This design comes from an exercise in tuning for small area on the open sky130 flow, not from production work.
At most, simulation tests tie the RTL to the original design; equivalence was not proved.
No activity file was given, so power comes from the tool's default toggle rates.

==> module msdf_mul, before the edit <==
module msdf_mul(
    input         start,
    input  [1:0]  x,       
    input  [1:0]  y,       
    input  [8:0]  av,      
    input  [8:0]  bv,      
    input  [12:1] s,       
    input  [10:1] c,       
    output [12:1] s_nxt,
    output [10:1] c_nxt,
    output [1:0]  p        
);
  wire xpos = (x == 2'b10), xneg = (x == 2'b01);
  wire ypos = (y == 2'b10), yneg = (y == 2'b01);
  wire ybpos = ypos & ~start, ybneg = yneg & ~start;
  wire [13:0] ia = start ? 14'd0 : {s[12], s, 1'b0};
  wire [13:0] id = start ? 14'd0 : {3'd0, c, 1'b0};
  wire [13:0] ib;
  genvar n;
  generate
    for (n = 0; n < 9; n = n + 1) begin : bsel
      assign ib[n] = av[n] ? ybpos : ybneg;
    end
  endgenerate
  assign ib[13:9] = {5{ybneg}};
  wire [13:0] ic = xneg ? ~{5'd0, bv} : xpos ? {5'd0, bv} : 14'd0;
  wire [13:0] s1, t1, o, t2;
  wire [13:0] t1s = {t1[12:0], yneg};
  generate
    for (n = 0; n < 14; n = n + 1) begin : fa
      msdf_fa f1(.a(ia[n]), .b(ib[n]), .c(ic[n]), .s(s1[n]), .co(t1[n]));
      msdf_fa f2(.a(s1[n]), .b(id[n]), .c(t1s[n]), .s(o[n]), .co(t2[n]));
    end
  endgenerate
  wire [13:0] co = {t2[12:0], xneg};
  wire [3:0] e = o[13:10] + co[13:10];
  wire sp = ~e[3] & (e[2] | e[1]);
  wire sn =  e[3] & ~(e[2] & e[1]);
  assign p = {sp, sn};
  assign s_nxt = {e[1:0], o[9:0]};
  assign c_nxt = co[9:0];
endmodule
export LEC_CHECK = 0
export CAP_MARGIN = 20
export CORE_MARGIN = 2
export CORE_UTILIZATION = 40
export CTS_BUF_LIST = sky130_fd_sc_hd__clkbuf_4 sky130_fd_sc_hd__clkbuf_8
export CTS_CLUSTER_SIZE = 30
export SLEW_MARGIN = 20
create_clock -name core_clock -period 8.0 [get_ports {clk}]
standard.sh (not shown) runs the stock make flow with config.mk's settings and CLKGATE_MAP_FILE= SYNTH_SCRIPT=/design/flow/synth_recipe.tcl, a recipe that flattens the netlist after the stock synthesis.
==> flow/flow/run.sh <==
#!/bin/bash
# The standard layout (standard.sh: ORFS synthesis and all later steps),
# with three changes to how the layout is made:
#  - synthesis maps the logic with an area-oriented ABC script
#    (flow/abc_area.script) instead of ORFS's delay-oriented one; everything
#    else in synthesis (registers, their names and cells) is unchanged.  ORFS's
#    scripts are copied to ./orfs_scripts and only abc_speed.script is replaced.
#  - buffer_ports builds the port buffers from sky130_fd_sc_hd__buf_1 cells
#    instead of the delay cells it picks by default (repair may resize them).
#  - CTS does not add dummy loads.
# The output of make (all ORFS steps) goes to make_finish.log; each step's own
# log stays in orfs/logs/.
set -euo pipefail
cd "$(dirname "${BASH_SOURCE[0]}")/.."
rm -rf orfs_scripts
cp -r "$FLOW_HOME/scripts" orfs_scripts
cp flow/abc_area.script orfs_scripts/abc_speed.script
export SCRIPTS_DIR="$PWD/orfs_scripts"
export BUFFER_PORTS_ARGS="-buffer_cell sky130_fd_sc_hd__buf_1"
export CTS_ARGS="-sink_clustering_enable -repair_clock_nets -sink_clustering_size 30 -buf_list {sky130_fd_sc_hd__clkbuf_4 sky130_fd_sc_hd__clkbuf_8} -dont_use_dummy_load"
bash standard.sh finish > make_finish.log 2>&1
==> flow/flow/abc_area.script <==
&get -n
&st
&dch
&nf -R 1000 -p
&st
&syn2
&dch
&nf -R 1000 -p
&st
&syn2
&dch
&nf -R 1000 -p
&put
Next try:
--- a/flow/design.v
+++ b/flow/design.v
@@ -52,25 +52,33 @@
       assign ib[n] = av[n] ? ybpos : ybneg;
     end
   endgenerate
   assign ib[13:9] = {5{ybneg}};
   wire [13:0] ic = xneg ? ~{5'd0, bv} : xpos ? {5'd0, bv} : 14'd0;
-  wire [13:0] s1, t1, o, t2;
-  wire [13:0] t1s = {t1[12:0], yneg};
+  wire [9:0] s1, t1, o, t2;
+  wire [9:0] t1s = {t1[8:0], yneg};
   generate
-    for (n = 0; n < 14; n = n + 1) begin : fa
+    for (n = 0; n < 10; n = n + 1) begin : fa
       msdf_fa f1(.a(ia[n]), .b(ib[n]), .c(ic[n]), .s(s1[n]), .co(t1[n]));
       msdf_fa f2(.a(s1[n]), .b(id[n]), .c(t1s[n]), .s(o[n]), .co(t2[n]));
     end
   endgenerate
-  wire [13:0] co = {t2[12:0], xneg};
-  wire [3:0] e = o[13:10] + co[13:10];
-  wire sp = ~e[3] & (e[2] | e[1]);
-  wire sn =  e[3] & ~(e[2] & e[1]);
+  wire [9:0] co = {t2[8:0], xneg};
+  wire sa, ca, sb, cb, e0, cc;
+  msdf_fa fe1(.a(id[10]), .b(t1[9]), .c(t2[9]), .s(sa), .co(ca));
+  msdf_fa fe2(.a(ia[10]), .b(sa), .c(~xneg), .s(sb), .co(cb));
+  assign e0 = sb ^ ~ybneg;
+  assign cc = sb & ~ybneg;
+  wire k2 = (cb & cc) | (cb & ia[11]) | (cb & ca) | (cc & ia[11]) | (cc & ca) | (ia[11] & ca);
+  wire k4 = cb & cc & ia[11] & ca;
+  wire k1 = cb ^ cc ^ ia[11] ^ ca;
+  wire sp = ia[12] ? k4 : k2;
+  wire sn = ia[12] & ~k2;
+  wire [1:0] e = {~k1, e0};
   assign p = {sp, sn};
   assign s_nxt = {e[1:0], o[9:0]};
-  assign c_nxt = co[9:0];
+  assign c_nxt = co;
 endmodule
 module MSDFDotProductModule(input clk, input reset,
     input [1:0] io_a_3,
     input [1:0] io_a_2,
     input [1:0] io_a_1,
What happened: The new run completed and failed the layout checks on setup timing; count of clock-buffer cells in the layout stays the same; utilization rose by 2.4 points; register-to-register slack gets worse by 1700 ps; routed wire length is higher by 2.2%; clock power came out higher by about 2%; power increases by 0.64%; clock skew hardly moves; setup slack degrades by 1000 ps; final area rose by 0.89%; cell count increases by 1.5%; die area decreases by 4.6%.


The RTL this note starts from:
==> flow/design.v <==
module msdf_conv(
    input        start,
    input  [1:0] d,
    input  [3:0] j,        
    input  [8:0] hi,       
    input        lz,       
    output [8:0] hi_eff,   
    output [8:0] hi_nxt,   
    output       lz_nxt
);
  wire pos = (d == 2'b10);
  wire neg = (d == 2'b01);
  wire nz  = pos | neg;
  assign hi_eff = start ? 9'd0 : hi;
  wire lz_eff = start | lz;
  wire [9:0] z;            
  assign z[0] = lz_eff;
  genvar n;
  generate
    for (n = 0; n < 9; n = n + 1) begin : g
      assign z[n+1] = z[n] & ~hi_eff[n];
      wire eq = (j == 4'd8 - n);
      wire gt = (j >  4'd8 - n);
      assign hi_nxt[n] = (hi_eff[n] ^ (neg & gt & z[n])) | (nz & eq);
    end
  endgenerate
  assign lz_nxt = lz_eff & ~(nz & (j >= 4'd9) & (j <= 4'd11));
endmodule
module msdf_fa(input a, input b, input c, output s, output co);
  assign s = a ^ b ^ c;
  assign co = (a & b) | (a & c) | (b & c);
endmodule
module msdf_mul(
    input         start,
    input  [1:0]  x,       
    input  [1:0]  y,       
    input  [8:0]  av,      
    input  [8:0]  bv,      
    input  [13:1] s,       
    input  [10:1] c,       
    output [13:1] s_nxt,
    output [10:1] c_nxt,
    output [1:0]  p        
);
  wire xpos = (x == 2'b10), xneg = (x == 2'b01);
  wire ypos = (y == 2'b10), yneg = (y == 2'b01);
  wire [13:0] ia = start ? 14'd0 : {s, 1'b0};
  wire [13:0] id = start ? 14'd0 : {3'd0, c, 1'b0};
  wire ybneg = yneg & ~start;    
  wire [13:0] ib = ybneg ? ~{5'd0, av} : ypos ? {5'd0, av} : 14'd0;
  wire [13:0] ic = xneg ? ~{5'd0, bv} : xpos ? {5'd0, bv} : 14'd0;
  wire [13:0] s1, t1, o, t2;
  wire [13:0] t1s = {t1[12:0], yneg};
  genvar n;
  generate
    for (n = 0; n < 14; n = n + 1) begin : fa
      msdf_fa f1(.a(ia[n]), .b(ib[n]), .c(ic[n]), .s(s1[n]), .co(t1[n]));
      msdf_fa f2(.a(s1[n]), .b(id[n]), .c(t1s[n]), .s(o[n]), .co(t2[n]));
    end
  endgenerate
  wire [13:0] co = {t2[12:0], xneg};
  wire [3:0] e = o[13:10] + co[13:10];
  wire sp = ~e[3] & (e[2] | e[1]);
  wire sn =  e[3] & ~(e[2] & e[1]);
  assign p = {sp, sn};
  assign s_nxt = {e[2] ^ (sp | sn), e[1:0], o[9:0]};
  assign c_nxt = co[9:0];
endmodule
module MSDFDotProductModule(input clk, input reset,
    input [1:0] io_a_3,
    input [1:0] io_a_2,
    input [1:0] io_a_1,
    input [1:0] io_a_0,
    input [1:0] io_b_3,
    input [1:0] io_b_2,
    input [1:0] io_b_1,
    input [1:0] io_b_0,
    input  io_start,
    output[1:0] io_c
);
  reg  [3:0] cnt;
  wire [3:0] j = io_start ? 4'd0 : cnt;
  always @(posedge clk) cnt <= j + {3'd0, j != 4'd15};
  wire [1:0] xa [0:3];
  wire [1:0] yb [0:3];
  assign xa[0] = io_a_0; assign xa[1] = io_a_1; assign xa[2] = io_a_2; assign xa[3] = io_a_3;
  assign yb[0] = io_b_0; assign yb[1] = io_b_1; assign yb[2] = io_b_2; assign yb[3] = io_b_3;
  wire [1:0] m [0:3];
  genvar i;
  generate
    for (i = 0; i < 4; i = i + 1) begin : pr
      reg  [8:0]  qa, qb;
      reg         la, lb;
      reg  [13:1] rs;
      reg  [10:1] rc;
      wire [8:0]  qa_eff, qa_nxt, qb_eff, qb_nxt;
      wire        la_nxt, lb_nxt;
      wire [13:1] rs_nxt;
      wire [10:1] rc_nxt;
      msdf_conv ca(.start(io_start), .d(xa[i]), .j(j), .hi(qa), .lz(la),
                   .hi_eff(qa_eff), .hi_nxt(qa_nxt), .lz_nxt(la_nxt));
      msdf_conv cb(.start(io_start), .d(yb[i]), .j(j), .hi(qb), .lz(lb),
                   .hi_eff(qb_eff), .hi_nxt(qb_nxt), .lz_nxt(lb_nxt));
      msdf_mul mu(.start(io_start), .x(xa[i]), .y(yb[i]), .av(qa_eff), .bv(qb_nxt),
                  .s(rs), .c(rc), .s_nxt(rs_nxt), .c_nxt(rc_nxt), .p(m[i]));
      always @(posedge clk) begin
        qa <= qa_nxt; la <= la_nxt;
        qb <= qb_nxt; lb <= lb_nxt;
        rs <= rs_nxt; rc <= rc_nxt;
      end
    end
  endgenerate
  wire f4 = (j == 4'd4);    
  wire f6 = (j == 4'd6);    
  reg r51, r49, r32, r39, r37, r16, r17, r2, r234;
  wire fo0 = m[0][1] ^ ~m[0][0] ^ m[1][1];
  wire fc0 = (m[0][1] & ~m[0][0]) | (m[0][1] & m[1][1]) | (~m[0][0] & m[1][1]);
  wire g1 = r51 & ~r49, p1 = r51 | ~r49;
  wire fc1 = g1 | (p1 & fc0);
  wire fo1 = r51 ^ ~r49 ^ fc0;
  wire fo2 = m[2][1] ^ ~m[2][0] ^ m[3][1];
  wire fc2 = (m[2][1] & ~m[2][0]) | (m[2][1] & m[3][1]) | (~m[2][0] & m[3][1]);
  wire fo3 = r39 ^ ~r37 ^ fc2;
  wire fc3 = (r39 & ~r37) | (r39 & fc2) | (~r37 & fc2);
  wire z01 = f4 | fc1;      
  wire z23n = ~f4 & ~fc3;
  wire g4 = r32 & r16, p4 = r32 | r16;
  wire fo4 = r32 ^ z01 ^ r16;
  wire g5 = r17 & ~r2, p5 = r17 | ~r2;
  wire fc5 = g5 | (p5 & g4) | (p5 & p4 & f4) | (p5 & p4 & g1) | (p5 & p4 & p1 & fc0);
  wire fo5 = r17 ^ ~r2 ^ (g4 | (p4 & z01));
  always @(posedge clk) begin
    r51 <= fo0; r49 <= m[1][0];
    r39 <= fo2; r37 <= m[3][0];
    if (reset) begin
      r32 <= 1'b0; r16 <= 1'b0; r17 <= 1'b0; r2 <= 1'b0; r234 <= 1'b0;
    end else begin
      r32 <= fo1; r16 <= fo3; r17 <= fo4; r2 <= z23n; r234 <= fo5;
    end
  end
  assign io_c = {r234, ~f6 & ~fc5};
endmodule
clock: 8.0 ns
lec_check: 0
cap_margin: 20
core_margin: 2
core_utilization: 40
slew_margin: 20
run.sh (not shown) runs the stock make flow with config.mk's settings and CLKGATE_MAP_FILE= SYNTH_SCRIPT=/design/flow/synth_recipe.tcl, a recipe that flattens the netlist after the stock synthesis.
Stock flow here: none of the scripts above is used.
Then changed:
--- a/flow/design.v
+++ b/flow/design.v
@@ -43,14 +43,13 @@
     output [1:0]  p        
 );
   wire xpos = (x == 2'b10), xneg = (x == 2'b01);
   wire ypos = (y == 2'b10), yneg = (y == 2'b01);
   wire [13:0] ia = start ? 14'd0 : {s, 1'b0};
   wire [13:0] id = start ? 14'd0 : {3'd0, c, 1'b0};
-  wire ybneg = yneg & ~start;    
-  wire [13:0] ib = ybneg ? ~{5'd0, av} : ypos ? {5'd0, av} : 14'd0;
+  wire [13:0] ib = start ? 14'd0 : yneg ? ~{5'd0, av} : ypos ? {5'd0, av} : 14'd0;
   wire [13:0] ic = xneg ? ~{5'd0, bv} : xpos ? {5'd0, bv} : 14'd0;
   wire [13:0] s1, t1, o, t2;
   wire [13:0] t1s = {t1[12:0], yneg};
   genvar n;
   generate
     for (n = 0; n < 14; n = n + 1) begin : fa
@@ -112,26 +111,24 @@
   endgenerate
   wire f4 = (j == 4'd4);    
   wire f6 = (j == 4'd6);    
   reg r51, r49, r32, r39, r37, r16, r17, r2, r234;
   wire fo0 = m[0][1] ^ ~m[0][0] ^ m[1][1];
   wire fc0 = (m[0][1] & ~m[0][0]) | (m[0][1] & m[1][1]) | (~m[0][0] & m[1][1]);
-  wire g1 = r51 & ~r49, p1 = r51 | ~r49;
-  wire fc1 = g1 | (p1 & fc0);
   wire fo1 = r51 ^ ~r49 ^ fc0;
+  wire fc1 = (r51 & ~r49) | (r51 & fc0) | (~r49 & fc0);
   wire fo2 = m[2][1] ^ ~m[2][0] ^ m[3][1];
   wire fc2 = (m[2][1] & ~m[2][0]) | (m[2][1] & m[3][1]) | (~m[2][0] & m[3][1]);
   wire fo3 = r39 ^ ~r37 ^ fc2;
   wire fc3 = (r39 & ~r37) | (r39 & fc2) | (~r37 & fc2);
-  wire z01 = f4 | fc1;      
+  wire z01n = ~f4 & ~fc1;
   wire z23n = ~f4 & ~fc3;
-  wire g4 = r32 & r16, p4 = r32 | r16;
-  wire fo4 = r32 ^ z01 ^ r16;
-  wire g5 = r17 & ~r2, p5 = r17 | ~r2;
-  wire fc5 = g5 | (p5 & g4) | (p5 & p4 & f4) | (p5 & p4 & g1) | (p5 & p4 & p1 & fc0);
-  wire fo5 = r17 ^ ~r2 ^ (g4 | (p4 & z01));
+  wire fo4 = r32 ^ ~z01n ^ r16;
+  wire fc4 = (r32 & ~z01n) | (r32 & r16) | (~z01n & r16);
+  wire fo5 = r17 ^ ~r2 ^ fc4;
+  wire fc5 = (r17 & ~r2) | (r17 & fc4) | (~r2 & fc4);
   always @(posedge clk) begin
     r51 <= fo0; r49 <= m[1][0];
     r39 <= fo2; r37 <= m[3][0];
     if (reset) begin
       r32 <= 1'b0; r16 <= 1'b0; r17 <= 1'b0; r2 <= 1'b0; r234 <= 1'b0;
     end else begin
=> The changed run produced a clean layout. Critical path depth is higher by 1. Final cell count rose by a little under a tenth. Non-clock buffer count grows by 59. Total power increases by a few percent. Clock-buffer cell count climbs by 2. Worst setup slack improves by 0.021 ns. Cell area rose by a few percent. Sequential share of layout area fell by 1.6 points. Wire length went up by roughly a tenth.
Function not checked in the first run of this note: the RTL went through the layout flow alone.

## separate check: timing with driven ports
In the flow no input, the clock included, has a driving cell. The finished layouts below were timed again as built, in two steps. Step 1 sets driving cells, clkbuf_16 on the clock port and buf_2 on the other inputs (assumed; they add their load-dependent delay and slew). Step 2 also shifts input and output timing later by t, the mid clock arrival at the registers, as if the neighbouring blocks saw the same clock. a / b / c = no drivers / after step 1 / after step 2; a / b = the first two.
| run | shift t [ns] | slack for setup (ns) | worst data-port slew with drivers (ns) | cell pins on the clock port's net |
|---|---|---|---|---|
| the first run of note 1 | 0.480 | 0.379 / 0.359 / 0.359 | 0.04 | 1 |
| the second run of note 1 | 0.494 | -0.653 / -0.694 / -0.694 | 0.06 | 1 |
| the first run of note 2 | 0.484 | 0.220 / 0.190 / 0.190 | 0.04 | 1 |
| the second run of note 2 | 0.477 | 0.241 / 0.214 / -0.120 | 0.04 | 1 |
Met with ideal ports but missed after step 2: setup timing in the second run of note 2. The setup slack of the second run of note 2, which loses most, moves by -0.027 ns with the drivers and by -0.361 ns with both steps.
